What follows belongs to an exercise in optimizing a design on an open flow for small area; a production flow would make more cautious choices. In this exercise RTL edits were held to simulation tests only and were not proved equivalent to the original.

==> inputs of wip/pepper <==
Design vga_top, start of the top module:
module vga_top(
    input clk,
    input rst,
    input btnU, btnD, btnL, btnR,
    output [3:0] vgaRed, vgaGreen, vgaBlue,
    output Hsync, Vsync,
    output [6:0] seg,
    output [3:0] an
    );
==> flow/config.mk <==
export PLATFORM = sky130hd
export DESIGN_NAME = vga_top
export DESIGN_NICKNAME = vga_top
export VERILOG_FILES = /design/flow/design.v
export SDC_FILE = /design/flow/constraint.sdc
export NUM_CORES = 4
export LEC_CHECK = 0
export CAP_MARGIN = 20
export CORE_MARGIN = 2
export CORE_UTILIZATION = 40
export SLEW_MARGIN = 20
==> flow/constraint.sdc <==
create_clock -name core_clock -period 25.0 [get_ports {clk}]
set_input_delay 5.0000 -clock core_clock [delete_from_list [all_inputs] [get_ports {clk}]]
set_output_delay 5.0000 -clock core_clock [all_outputs]
set_load 0.01 [all_outputs]
standard.sh (not shown) runs the stock make flow with config.mk's settings and CLKGATE_MAP_FILE= SYNTH_SCRIPT=/design/flow/synth_recipe.tcl, a recipe that flattens the netlist after the stock synthesis.
==> flow/flow/run.sh <==
#!/bin/bash
# Standard synthesis, then an area-oriented re-mapping of the combinational
# logic (registers untouched), then the standard layout steps.
set -euo pipefail
W=$PWD
F=$W/flow
R=$W/orfs/results/$FLOW_PLATFORM/vga_top/base
export LIB=$FLOW_HOME/platforms/$FLOW_PLATFORM/lib/sky130_fd_sc_hd__tt_025C_1v80.lib

bash standard.sh synth > $W/log_synth.txt 2>&1

cp $R/1_2_yosys.v $W/netlist_std.v
export NET_IN=$W/netlist_std.v NET_OUT=$W/netlist_reopt.v STAT_OUT=$W/stat_reopt.txt
export ABC_SCRIPT=$F/reopt.abc
export DONT_USE="$(grep -oE 'sky130_fd_sc_hd__(lpflow_[a-z0-9_]+|probe_p_8|probec_p_8)' $LIB | sort -u | tr '\n' ' ')"
export FF_CELLS="$(grep -oE '^\s*sky130_fd_sc_hd__[a-z0-9_]+' $NET_IN | sort -u | grep -E '__(e?df|sdf|dl)' | tr -d ' ' | tr '\n' ' ')"
if timeout 900 yosys -c $F/reopt.tcl > $W/log_reopt.txt 2>&1 && [ -s $W/netlist_reopt.v ]; then
  cp $W/netlist_reopt.v $R/1_2_yosys.v
  rm -f $R/1_synth.odb $R/1_synth.sdc
  bash standard.sh synth > $W/log_synth2.txt 2>&1
else
  echo "re-mapping failed; keeping the standard netlist" >> $W/log_reopt.txt
fi

# Smallest buffer on each port; a clock tree of smaller buffers without dummy loads.
export BUFFER_PORTS_ARGS="-buffer_cell sky130_fd_sc_hd__buf_1"
export CTS_ARGS="-sink_clustering_enable -repair_clock_nets -dont_use_dummy_load -buf_list sky130_fd_sc_hd__clkbuf_8 -root_buf sky130_fd_sc_hd__clkbuf_8"
bash standard.sh > $W/log_layout.txt 2>&1
==> flow/flow/reopt.abc <==
strash
&get -n
&deepsyn -T 40
&put
dch -f
amap
topo
==> flow/flow/reopt.tcl <==
# Re-map the combinational logic of the standard synthesis netlist for area.
# Registers stay as they are: same instances, names and cell types.
yosys read_liberty -ignore_miss_func $::env(LIB)
yosys read_verilog $::env(NET_IN)
yosys hierarchy -top $::env(FLOW_TOP)
set ffs $::env(FF_CELLS)
puts "registers kept: $ffs"
yosys setattr -mod -set keep_hierarchy 1 {*}$ffs
yosys flatten
yosys opt_clean
set du {}
foreach c $::env(DONT_USE) { lappend du -dont_use $c }
yosys abc -liberty $::env(LIB) {*}$du -script $::env(ABC_SCRIPT)
yosys opt_clean -purge
yosys hilomap -singleton -hicell sky130_fd_sc_hd__conb_1 HI -locell sky130_fd_sc_hd__conb_1 LO
yosys insbuf -buf sky130_fd_sc_hd__buf_1 A X
yosys select $::env(FLOW_TOP)
yosys tee -o $::env(STAT_OUT) stat -liberty $::env(LIB)
yosys write_verilog -noattr -nohex -nodec -selected $::env(NET_OUT)
==> inputs of wip/willow, as changes to wip/pepper <==
--- a/flow/flow/run.sh
+++ b/flow/flow/run.sh
@@ -11,13 +11,13 @@
 
 cp $R/1_2_yosys.v $W/netlist_std.v
 export NET_IN=$W/netlist_std.v NET_OUT=$W/netlist_reopt.v STAT_OUT=$W/stat_reopt.txt
 export ABC_SCRIPT=$F/reopt.abc
 export DONT_USE="$(grep -oE 'sky130_fd_sc_hd__(lpflow_[a-z0-9_]+|probe_p_8|probec_p_8)' $LIB | sort -u | tr '\n' ' ')"
 export FF_CELLS="$(grep -oE '^\s*sky130_fd_sc_hd__[a-z0-9_]+' $NET_IN | sort -u | grep -E '__(e?df|sdf|dl)' | tr -d ' ' | tr '\n' ' ')"
-if timeout 900 yosys -c $F/reopt.tcl > $W/log_reopt.txt 2>&1 && [ -s $W/netlist_reopt.v ]; then
+if timeout 1500 yosys -c $F/reopt.tcl > $W/log_reopt.txt 2>&1 && [ -s $W/netlist_reopt.v ]; then
   cp $W/netlist_reopt.v $R/1_2_yosys.v
   rm -f $R/1_synth.odb $R/1_synth.sdc
   bash standard.sh synth > $W/log_synth2.txt 2>&1
 else
   echo "re-mapping failed; keeping the standard netlist" >> $W/log_reopt.txt
 fi
==> flow/flow/reopt.abc (replaced) <==
strash
&get -n
&deepsyn -T 400
&put
dch -f
amap
topo
==> inputs of wip/maple, as changes to wip/pepper <==
--- a/flow/design.v
+++ b/flow/design.v
@@ -98,14 +98,14 @@
     wire [11:0] counter_inc = step12({2'b0, counter}, 1'b1, tick, 1'b0);
     always@(posedge clk)begin
         if(rst) counter <= 10'd0;
         else counter <= counter_inc[9:0];
     end
     reg [9:0] lpad, rpad;
-    wire lpad_move = tick & (btnU ? (lpad != 10'd0) : (btnL & (lpad != 10'd551)));
-    wire rpad_move = tick & (btnR ? (rpad != 10'd0) : (btnD & (rpad != 10'd551)));
+    wire lpad_move = tick & (btnU ? (lpad != 10'd0) : (btnL & ~ge12({2'b0, lpad}, 12'd551)));
+    wire rpad_move = tick & (btnR ? (rpad != 10'd0) : (btnD & ~ge12({2'b0, rpad}, 12'd551)));
     wire [11:0] lpad_next = step12({2'b0, lpad}, ~btnU, lpad_move, 1'b0);
     wire [11:0] rpad_next = step12({2'b0, rpad}, ~btnR, rpad_move, 1'b0);
     always@(posedge clk)begin
         if(rst)begin
             lpad <= 10'd10;
             rpad <= 10'd10;
@@ -193,20 +193,34 @@
             if(counter[1:0] == 2'd0) sw <= score_right;
             if(counter[1:0] == 2'd3) sw <= score_left;
         end
     end
     wire an_mid = cwin & (counter[1:0] != 2'd0);
     assign an = {~(upd & an_mid), 1'b1, ~(upd & ~an_mid), 1'b1};
-    wire [15:0] dec = 16'd1 << sw;
-    assign seg[0] = |(dec & 16'h3812);
-    assign seg[1] = |(dec & 16'hd860);
-    assign seg[2] = |(dec & 16'hd004);
-    assign seg[3] = |(dec & 16'h8492);
-    assign seg[4] = |(dec & 16'h02ba);
-    assign seg[5] = |(dec & 16'h308e);
-    assign seg[6] = |(dec & 16'h0083);
+    reg [6:0] seg_r;
+    always@(*)begin
+        case(sw)
+            4'h0: seg_r = 7'b1000000;
+            4'h1: seg_r = 7'b1111001;
+            4'h2: seg_r = 7'b0100100;
+            4'h3: seg_r = 7'b0110000;
+            4'h4: seg_r = 7'b0011001;
+            4'h5: seg_r = 7'b0010010;
+            4'h6: seg_r = 7'b0000010;
+            4'h7: seg_r = 7'b1111000;
+            4'h8: seg_r = 7'b0000000;
+            4'h9: seg_r = 7'b0010000;
+            4'ha: seg_r = 7'b0001000;
+            4'hb: seg_r = 7'b0000011;
+            4'hc: seg_r = 7'b0100111;
+            4'hd: seg_r = 7'b0100001;
+            4'he: seg_r = 7'b0000110;
+            default: seg_r = 7'b0001110;
+        endcase
+    end
+    assign seg = seg_r;
     wire [12:0] hb = sub12({1'b0, Hindex}, {1'b0, ball_hi[10:0]});
     wire [12:0] vb = sub12({2'b0, Vindex}, {2'b0, ball_vi[9:0]});
     wire ball_h = ~ball_hi[11] & ~hb[12] & (hb[10:3] == 8'd0) & ~(hb[2] & (hb[1] | hb[0]));
     wire ball_v = (ball_vi[11:10] == 2'b00) & ~vb[12] & (vb[9:3] == 7'd0) & ~(vb[2] & (vb[1] | vb[0]));
     assign pixel = (ball_h & ball_v) | (pwin & pin);
 endmodule
--- a/flow/flow/run.sh
+++ b/flow/flow/run.sh
@@ -19,10 +19,7 @@
   rm -f $R/1_synth.odb $R/1_synth.sdc
   bash standard.sh synth > $W/log_synth2.txt 2>&1
 else
   echo "re-mapping failed; keeping the standard netlist" >> $W/log_reopt.txt
 fi
 
-# Smallest buffer on each port; a clock tree of smaller buffers without dummy loads.
-export BUFFER_PORTS_ARGS="-buffer_cell sky130_fd_sc_hd__buf_1"
-export CTS_ARGS="-sink_clustering_enable -repair_clock_nets -dont_use_dummy_load -buf_list sky130_fd_sc_hd__clkbuf_8 -root_buf sky130_fd_sc_hd__clkbuf_8"
 bash standard.sh > $W/log_layout.txt 2>&1
==> summary.md <==
| Metric | Value |
|---|---|
| Status | timing/DRC/antenna clean |
| DRT iter0 DRCs | 361 |
| Met2 usage | 0.324 |
| Multi-input gate area | 0.00293 mm^2 |
| Metal3 WL | 702 um |
| Area delta synth->final | 14.0% |
| Nonclk buf count | 30 |
| Most common cell on crit path | nor2_1 |
| Least-Margin Pin Slew | 1.10 ns |
| Worst setup path start | vga_inst.HorizontalCounter[4] |
| CP arrival | 5.71 ns |
| Number of global-route vias before repair | 5045 |
| Sw Ratio | 0.247 |
| Hold Crit Start | image_inst.dsr[4] |
| Fraction of area in multi-input gates | 0.458 |
# the run above: wip/maple

==> summary.md <==
| Metric | Value |
|---|---|
| Sw Ratio | 0.236 |
| Status | timing/DRC/antenna clean |
| Fraction of area in multi-input gates | 0.499 |
| Least-Margin Pin Slew | 0.810 ns |
| CP arrival | 5.54 ns |
| Hold Crit Start | image_inst.dsr[4] |
| Area delta synth->final | 7.77% |
| Nonclk buf count | 30 |
| Met2 usage | 0.344 |
# the run above: wip/willow

==> summary.md <==
| Metric | Value |
|---|---|
| Met2 usage | 0.336 |
| Least-Margin Pin Slew | 0.789 ns |
| DRT iter0 DRCs | 362 |
| CP arrival | 5.49 ns |
| Multi-input gate area | 0.00297 mm^2 |
| Number of global-route vias before repair | 5137 |
| Status | timing/DRC/antenna clean |
| Hold Crit Start | image_inst.dsr[8] |
| Fraction of area in multi-input gates | 0.501 |
| Crit path kind | reg -> out |
| Post-CTS Setup Repair Bufs | 0 |
| Antenna violations before repair | 0 |
| Most common cell on crit path | nor2_1 |
| Worst path max stage delay | 0.63 ns |
| Metal3 WL | 629 um |
| Routed via count | 5557 |
| Sw Ratio | 0.232 |
# the run above: wip/pepper

[port drivers added, routing unchanged]
No port has a modelled driver above. Below, the same layouts with a new extraction and two added sets of constraints. Step 1 sets driving cells, clkbuf_16 on the clock port and buf_2 on the other inputs (assumed; they add their load-dependent delay and slew). Step 2, shift: input delay + t, output delay - t, t = (earliest + latest rising clock arrival at the registers) / 2. This alone moves slack from input paths to output paths. Slacks: ideal ports / drivers / drivers and shift; pairs: ideal ports / drivers.
| run | shift t [ns] | setup WS [ns] | worst hold slack (ns) | worst slew at a driven data input, ns |
|---|---|---|---|---|
| wip/pepper | 0.411 | 14.512 / 14.476 / 14.887 | 0.422 / 0.422 / 0.422 | 0.03 |
| wip/willow | 0.404 | 14.460 / 14.425 / 14.830 | 0.420 / 0.420 / 0.420 | 0.03 |
| wip/maple | 0.398 | 14.288 / 14.249 / 14.647 | 0.417 / 0.417 / 0.417 | 0.03 |
After both steps every run listed still meets setup and hold.
